Context: an optimization exercise on an open-source flow, tuned for small area. The choices shown serve that exercise and are no tape-out recipe. Only simulation tests tie the RTL to the original design; equivalence was not proved. No activity file was given, so power comes from the tool's default toggle rates.

===== config.mk =====
export PLATFORM = sky130hd
export DESIGN_NAME = top
export DESIGN_NICKNAME = top
export VERILOG_FILES = /design/flow/design.v
export SDC_FILE = /design/flow/constraint.sdc
export NUM_CORES = 4
export LEC_CHECK = 0
export CAP_MARGIN = 20
export CORE_MARGIN = 2
export CORE_UTILIZATION = 40
export SLEW_MARGIN = 20

===== constraint.sdc =====
create_clock -name core_clock -period 16.0 [get_ports {clk}]
set_input_delay 3.2000 -clock core_clock [delete_from_list [all_inputs] [get_ports {clk}]]
set_output_delay 3.2000 -clock core_clock [all_outputs]
set_load 0.01 [all_outputs]

===== design.v =====
module uart_rx(
	input clk,
	input rst,
	input rx,
	output reg [1:0] sel,		 
	output reg [6:0] q2,		 
	output reg [6:0] q3,		 
	output run,					 
	output go,					 
	output [7:0] s_h,
	output [7:0] s_l,
	output led1,
	output led2,
	output led3
);
reg [10:0] cnt;
reg idle;
reg [3:0] rx_cnt;		 
reg dc;					 
reg [15:0] data;
reg [2:0] dn;			 
reg [7:0] para;
reg [6:0] seg_h, seg_l;
wire [10:0] cnt_inc = cnt + 11'd1;
wire bit_end = (cnt_inc == 11'd1920);
wire start = idle && !rx && (cnt_inc == 11'd960);
wire done = !idle && rx_cnt[3] && rx_cnt[0] && bit_end && rx;
wire [7:0] bh = data[7:0];
wire [7:0] bl = data[15:8];
wire h_dig = (bh[7:4] == 4'h3) && (bh[3:0] <= 4'd9);
wire l_dig = (bl[7:4] == 4'h3) && (bl[3:0] <= 4'd9);
function [6:0] pat;
	input [3:0] d;
	case (d)
		4'd0: pat = 7'b0111111;
		4'd1: pat = 7'b0000110;
		4'd2: pat = 7'b1011011;
		4'd3: pat = 7'b1001111;
		4'd4: pat = 7'b1100110;
		4'd5: pat = 7'b1101101;
		4'd6: pat = 7'b1111101;
		4'd7: pat = 7'b0000111;
		4'd8: pat = 7'b1111111;
		default: pat = 7'b1101111;
	endcase
endfunction
wire [6:0] n_seg_h = h_dig ? pat(bh[3:0]) : ((bh == 8'h00) ? 7'b0000000 : 7'b1111001);
wire [6:0] n_seg_l = l_dig ? pat(bl[3:0]) : ((bl == 8'h00) ? 7'b0000000 : 7'b1111001);
wire [7:0] para_a = h_dig ? {4'd0, bh[3:0]} : para;
wire [7:0] para_b = l_dig ? (para_a * 8'd10 + {4'd0, bl[3:0]}) : para_a;
assign go = done && (dn == 3'd3);
assign run = (dn == 3'd4);
always @(posedge clk or posedge rst) begin
	if (rst) begin
		cnt <= 0;
		idle <= 1'b1;
		rx_cnt <= 0;
		dc <= 1'b0;
		data <= 0;
		dn <= 0;
		para <= 0;
		sel <= 0;
		q2 <= 0;
		q3 <= 0;
		seg_h <= 0;
		seg_l <= 0;
	end else begin
		if (idle) begin
			if (!rx) begin
				if (start) begin
					cnt <= 11'd1;
					idle <= 1'b0;
					data <= 0;
				end else
					cnt <= cnt_inc;
			end
		end else begin
			cnt <= bit_end ? 11'd0 : cnt_inc;
			if (bit_end) begin
				if (!rx_cnt[3]) begin
					data[{dc, rx_cnt[2:0]}] <= rx;
					rx_cnt <= rx_cnt + 4'd1;
				end else if (!rx_cnt[0]) begin
					rx_cnt <= 4'd9;
				end else begin
					rx_cnt <= 0;
					if (!rx)
						dc <= ~dc;
					else begin
						idle <= 1'b1;
						dc <= 1'b0;
					end
				end
			end
		end
		if (done) begin
			seg_h <= n_seg_h;
			seg_l <= n_seg_l;
			para <= para_b;
			case (dn)
				3'd0: sel <= (para_b == 8'd1) ? 2'd1 : (para_b == 8'd2) ? 2'd2 :
				             (para_b == 8'd3) ? 2'd3 : 2'd0;
				3'd1: q2 <= para_b[6:0];
				3'd2: q3 <= para_b[6:0];
				default: ;
			endcase
			if (dn != 3'd4)
				dn <= dn + 3'd1;
		end
	end
end
assign s_h = {1'b0, seg_h};
assign s_l = {1'b0, seg_l};
assign led1 = (sel == 2'd3);
assign led2 = (q2 == 7'd6);
assign led3 = (q3 == 7'd10);
endmodule
module motion(
	input clk,
	input rst,
	input [1:0] sel,
	input [6:0] q2,
	input [6:0] q3,
	input run,
	input go,
	output pul1,
	output pul2,
	output dir1,
	output dir2,
	output stop
);
reg [7:0] t;
reg px, py, dx, dy, stp;
reg [15:0] A;
reg [15:0] B;
reg [15:0] D;
reg [28:0] V;
reg rf;
reg [1:0] rn;
wire m_line = run && (sel == 2'd1) && !stp;
wire m_rect = run && (sel == 2'd2) && !stp;
wire m_circ = run && (sel == 2'd3);
wire tick_r = (t == 8'd10) || (t == 8'd90) || (t == 8'd170);
wire tick_c = (t == 8'd7) || (t == 8'd67) || (t == 8'd127) || (t == 8'd187);
wire ev = (t == 8'd39);
wire load_q3 = m_rect && tick_r && !rf;
wire [6:0] qs = load_q3 ? q3 : q2;
wire [15:0] T = {qs, 7'd0} - {7'd0, qs, 2'd0};
wire [6:0] kx = B[6:0];
wire [6:0] ky = B[13:7];
wire hit_x = (q3 != 0) && (kx == q3 - 7'd1);
wire hit_y = (q2 != 0) && (ky == q2 - 7'd1);
wire rt = rf ? py : px;			 
wire lp = m_line ? px : rt;
wire [15:0] A_dec = A - {15'd0, lp};	 
wire A_zero = (A_dec == 16'd0);
wire x_neg = A[15];
wire y_neg = B[15];
wire q1 = !x_neg && !y_neg && !stp;
wire q2_ = x_neg && !y_neg;
wire q3_ = x_neg && y_neg;
wire q4 = !x_neg && y_neg;
wire ge = q1 ? !D[15] : q2_ ? V[28] : 1'b1;
wire [15:0] x_dn = A - 16'd1;
wire [15:0] x_up = A + 16'd1;
wire [15:0] y_up = B + 16'd1;
wire [15:0] y_dn = B - 16'd1;
wire [16:0] y2p1 = {B, 1'b1};				 
wire [16:0] mx = ~{x_dn, 1'b1} + 17'd1;		 
wire x_pos = !x_neg && (A != 16'd0);
always @(posedge clk or posedge rst) begin
	if (rst) begin
		t <= 0;
		px <= 1'b1;
		py <= 1'b1;
		dx <= 1'b0;
		dy <= 1'b0;
		stp <= 1'b0;
		A <= 0;
		B <= 0;
		D <= 0;
		V <= 0;
		rf <= 1'b0;
		rn <= 0;
	end else begin
		if (go && sel == 2'd1)
			t <= 0;
		else if (run && sel == 2'd1)
			t <= ev ? 8'd0 : t + 8'd1;
		else
			t <= (t == 8'd239) ? 8'd0 : t + 8'd1;
		if (go)
			A <= T;
		if (m_line && ev) begin
			if (hit_x) begin
				B[6:0] <= 0;
				px <= ~px;
				A <= A_dec;
				if (A_zero)
					stp <= 1'b1;
			end else
				B[6:0] <= kx + 7'd1;
			if (hit_y) begin
				B[13:7] <= 0;
				py <= ~py;
			end else
				B[13:7] <= ky + 7'd1;
		end
		if (m_rect && tick_r) begin
			if (!rf) begin
				px <= ~px;
				if (A_zero) begin
					A <= T;
					rf <= 1'b1;
					dx <= ~dx;
				end else
					A <= A_dec;
			end else begin
				py <= ~py;
				if (A_zero) begin
					A <= T;
					rf <= 1'b0;
					dy <= ~dy;
					rn <= rn + 2'd1;
					if (rn == 2'd1)
						stp <= 1'b1;
				end else
					A <= A_dec;
			end
		end
		if (m_circ && tick_c) begin
			if (q1) begin
				dx <= 1'b0;
				dy <= 1'b1;
				if (ge) begin
					px <= ~px;
					if (px) begin
						A <= x_dn;
						if (x_pos)
							D <= D + mx[15:0];
						else
							V <= V + {{12{mx[16]}}, mx} - 29'h20000;
					end
				end else begin
					py <= ~py;
					if (py) begin
						B <= y_up;
						D <= D + y2p1[15:0];
						V <= V + {12'd0, y2p1};
					end
				end
			end else if (q2_) begin
				dx <= 1'b0;
				dy <= 1'b0;
				if (ge) begin
					py <= ~py;
					if (py)
						B <= y_dn;
				end else begin
					px <= ~px;
					if (px) begin
						A <= x_dn;
						V <= V + {{12{mx[16]}}, mx} - 29'h20000;
					end
				end
			end else if (q3_) begin
				dx <= 1'b1;
				dy <= 1'b0;
				px <= ~px;
				if (px)
					A <= x_up;
			end else if (q4) begin
				dx <= 1'b1;
				dy <= 1'b1;
				py <= ~py;
				if (py) begin
					B <= y_up;
					stp <= 1'b1;
				end
			end
		end
	end
end
assign pul1 = px;
assign pul2 = py;
assign dir1 = dx;
assign dir2 = dy;
assign stop = stp;
endmodule
module top(
	input clk,
	input rst,
	output stop,
	input rx,
	output [7:0]segment_h,
	output [7:0]segment_l,
	output pul1,
	output pul2,
	output dir1,
	output dir2,
	output led1,
	output led2,
	output led3
);
wire [1:0] sel;
wire [6:0] q2, q3;
wire run, go;
uart_rx uart_rx(
	.clk(clk), .rst(rst), .rx(rx),
	.sel(sel), .q2(q2), .q3(q3), .run(run), .go(go),
	.s_h(segment_h), .s_l(segment_l),
	.led1(led1), .led2(led2), .led3(led3)
);
motion motion(
	.clk(clk), .rst(rst),
	.sel(sel), .q2(q2), .q3(q3), .run(run), .go(go),
	.pul1(pul1), .pul2(pul2), .dir1(dir1), .dir2(dir2), .stop(stop)
);
endmodule

===== run.sh =====
#!/bin/bash
# synth_recipe.tcl (not shown) runs the flow's synth.tcl, then flattens the netlist and writes it again
# the make line also repeats each setting of config.mk as NAME=value (left out here)
make -C /OpenROAD-flow-scripts/flow DESIGN_CONFIG=/design/flow/config.mk WORK_HOME=/design/flow/orfs CLKGATE_MAP_FILE= SYNTH_SCRIPT=/design/flow/synth_recipe.tcl finish

==> notes.md <==
[through the flow]
step / instances / util (%) / cell area [um2] / power (mW)
finish: 2483 / 43.60 / 16770 / 0.8711
global route: 2483 / 43.60 / 16770 / 0.8988
CTS: 2483 / 43.58 / 16760 / 0.8799
detailed placement: 2451 / 42.04 / 16170 / 0.4429
global placement: 2451 / 42.03 / 16170 / 0.4428
floorplan: 1993 / - / 15520 / 0.4389
[cells by family (layout without fill, tap and decap cells)]
family	count (synthesis)	count (layout)	share of synthesized area [%]
other	1	2	0.02417
AOI/OAI and AO/OA	587	587	23.40
DFF	167	167	26.96
xor gates and xnor gates	161	161	9.087
muxes	28	28	1.903
adders and majority gates	145	145	11.93
buffers and inverters	200	172	4.943
and+or+nand+nor	703	703	21.75
[sequential cells by signal, summed over array words and instances (netlist names), 2 cells and up]
signal / count
motion.B: 16
uart_rx.q3: 7
uart_rx.seg_l: 7
uart_rx.cnt: 11
motion.A: 16
motion.t: 8
motion.D: 16
uart_rx.dn: 3
uart_rx.seg_h: 7
uart_rx.rx_cnt: 4
motion.V: 29
uart_rx.data: 16
motion.rn: 2
uart_rx.sel: 2
uart_rx.para: 8
uart_rx.q2: 7
[final cells by class]
class,instances,share of cell area [%]
Sequential cell,167,24.94
Timing Repair Buffer,41,2.216
Multi-Input combinational cell,1626,63.22
Inverter,99,2.245
Clock inverter,14,0.9623
Clock buffer,18,2.559
Tap cell,518,3.864
[critical path, stage by stage (launching register included)]
cell	delay, ps
dfrtp_1	570
inv_1	210
ha_1	260
nand2b_1	430
nand2_1	260
o21ai_1	840
o21ai_0	340
ha_1	360
a21o_1	150
a21oi_1	220
o21bai_1	120
a41oi_1	350
a21oi_1	210
a2111oi_0	470
nor3b_1	150
nor4_1	270
a221oi_1	110
xnor2_1	150
[report_power, final]
group	internal, mW	switching [mW]
clock	0.222	0.215
sequential	0.422	0.000581
combinational	0.00134	0.0102
[worst max path at each step]
stage | from | end | cells past startpoint
floorplan | rst | motion.A[0] | 1
CTS | uart_rx.q2[3] | led2 | 3
finish | motion.A[15] | motion.D[15] | 17
global placement | rx | motion.t[5] | 8
detailed placement | rx | motion.t[7] | 8
global route | motion.A[15] | motion.D[15] | 17
[cells in the final DEF, fill, tap and decap left out, types with 57 or more instances in the layout]
| cell | count |
|---|---|
| ha_1 | 140 |
| xnor2_1 | 104 |
| inv_1 | 97 |
| nor2_1 | 149 |
| nand2_1 | 253 |
| o21ai_0 | 179 |
| a21oi_1 | 148 |
| nand3_1 | 57 |
| dfrtp_1 | 164 |
| xor2_1 | 57 |
[layer usage]
layer	vias to the layer above	wire, um
li1	7061	-
met1	6954	21360
met2	514	21350
met3	85	2722
met4	0	1418
met5	-	0
==> flow_summary_export.csv <==
group,metric,value,unit
sta,skew,15.82,ps
job,drv_cap,0,
sta,maxSlewViolCount,0,
synth,synth_common_cells,"nand2_1 (253), o21ai_0 (179), dfrtp_1 (164), nor2_1 (149), a21oi_1 (148)",
placed_design,io_buffers,24,
sta,setup_viol,0,
sta,relSlewSlack,33.22,%
sta,min_period,5585,ps
placed_design,dpl_worst_slack,10260,ps
floorplan,num_rows,72,
global_routing,track_usage,23.33,%
global_routing,grt-busiest-layer,"met2",
cells_and_area,seq_area,4183,um2
sta,rsz0062_at_grt,"no",
setup_path,rrSetupSlack,10420,ps
clock_network,cts-hold-fix-buffers,0,
drt,firstDrtPassIters,7,
cells_and_area,n_fill_cell,3879,
synth,synth_seq_cells,167,
clock_network,ctsResizeCount,0,
setup_path,reg2regPathDepth,17,
synth,yosys.area.top_type,"dfrtp_1",
drt,via_per_inst,5.886,
clock_network,cts_max_level,4,
setup_path,startpoint_type,"flop",
sta,max_clock_freq,0.1791,GHz
global_routing,use_met1,31.73,%
synth,syn-instance-count,1992,
cells_and_area,layout-drive-gt1-share,4.733,%
sta,fin_tns_setup,0,ps
synth,synthTopCellsByArea,"dfrtp_1 (26%), ha_1 (11%), nand2_1 (6.1%)",
synth,synthArstFlopShare,100.0,%
clock_network,cts_tree,"yes",
setup_path,reg2reg_to,"motion.D[15]",
floorplan,core_area,38470,um2
global_routing,grt_pass1_wl,76250,um
setup_path,cp_data_arrival_time,5930,ps
sta,hold_viol,0,
cells_and_area,final_net_count,2100,
synth,synth_flop_cell,"dfrtp_1",
global_routing,grt_overflow,0,
sta,final.setup.worst_slack,10420,ps
placed_design,gp_congestion,0.9740,
cells_and_area,multiInputGateArea,10600,um2
sta,final.period_utilization,34.91,%
drt,remaining_drc_errors,0,
clock_network,insertion_delay,460,ps
synth,syn_avg_cell_area,7.790,um2
worst_hold_path,whs_path_depth,2,
pwr,p_per_area,51.94,nW/um2
setup_path,end_kind,"flop",
worst_hold_path,whs_endpoint,"uart_rx.para[2]",
clock_network,cts_buffer_depth,2,
sta,worst_pin_slew,995.0,ps
synth,synthDistinctLibCells,92,
floorplan,die-area,40380,um2
sta,holdWs,481.2,ps
clock_network,cts_sinks,167,
pwr,peakVddDrop,75.68,uV
global_routing,use_met3,3.231,%
synth,synth_seq_area_share,26.96,%
clock_network,path_clk_slew,80,ps
run_status,status,"finished clean",
floorplan,die-height,201.0,um
cells_and_area,area_delta_synth_final,8.087,%
synth,ys_warn_count,2,
synth,syn_area,15520,um2
drt,wl_per_cell,18.87,um
worst_hold_path,hold_start,"uart_rx.para[2]",
cells_and_area,diodes,0,
pwr,leakage,7.370,nW
clock_network,cts_root_buf,"clkbuf_16",
clock_network,cts_made_buffers,17,
setup_path,worstPathMaxFanout,16,
drt,final_antenna_net_count,0,
setup_path,r2r-start,"motion.A[15]",
global_routing,antenna_found_initial,1,
floorplan,die_w,201.0,um
floorplan,io_pins,27,
synth,synth_most_common_cell,"nand2_1",
placed_design,hpwl,34720,um
global_routing,grt_pass1_vias,13980,
drt,drt_iter0_markers,1406,
drt,vias,14610,
setup_path,required,16340,ps
floorplan,initial_core_util,40.34,%
setup_path,crit_type,"flop to flop",
global_routing,grt_max_degree,93,
synth,synth_top_area_share,26.45,%
synth,synth_edf_count,0,
global_routing,grt_use_met2,37.98,%
drt,finalWirelength,46850,um
clock_network,cts_setup_buffers,0,
worst_hold_path,hold_path.class,"flop to flop",

afterwards: timing with drivers on the ports:
In the flow no input, the clock included, has a driving cell. The finished layout below was timed again as built, in two steps.
Step 1 assumes that a clkbuf_16 drives the clock port and a buf_2 every other input.
Step 2, shift: input delay + t, output delay - t, t = (earliest + latest rising clock arrival at the registers) / 2. This alone moves slack from input paths to output paths.
Slacks: ideal / step 1 / step 2; pairs: ideal / step 1.
t, ns: 0.506
slack for setup (ns): 10.415 / 10.415 / 10.206
hold WS [ns]: 0.481 / 0.481 / 0.481
worst slew at a driven data input, ns: 0.03
cell pins on the clock port's net: 1
After both steps this run still meets setup and hold. For this run, drivers alone change the setup slack by 0.000 ns; drivers and shift together by -0.209 ns.
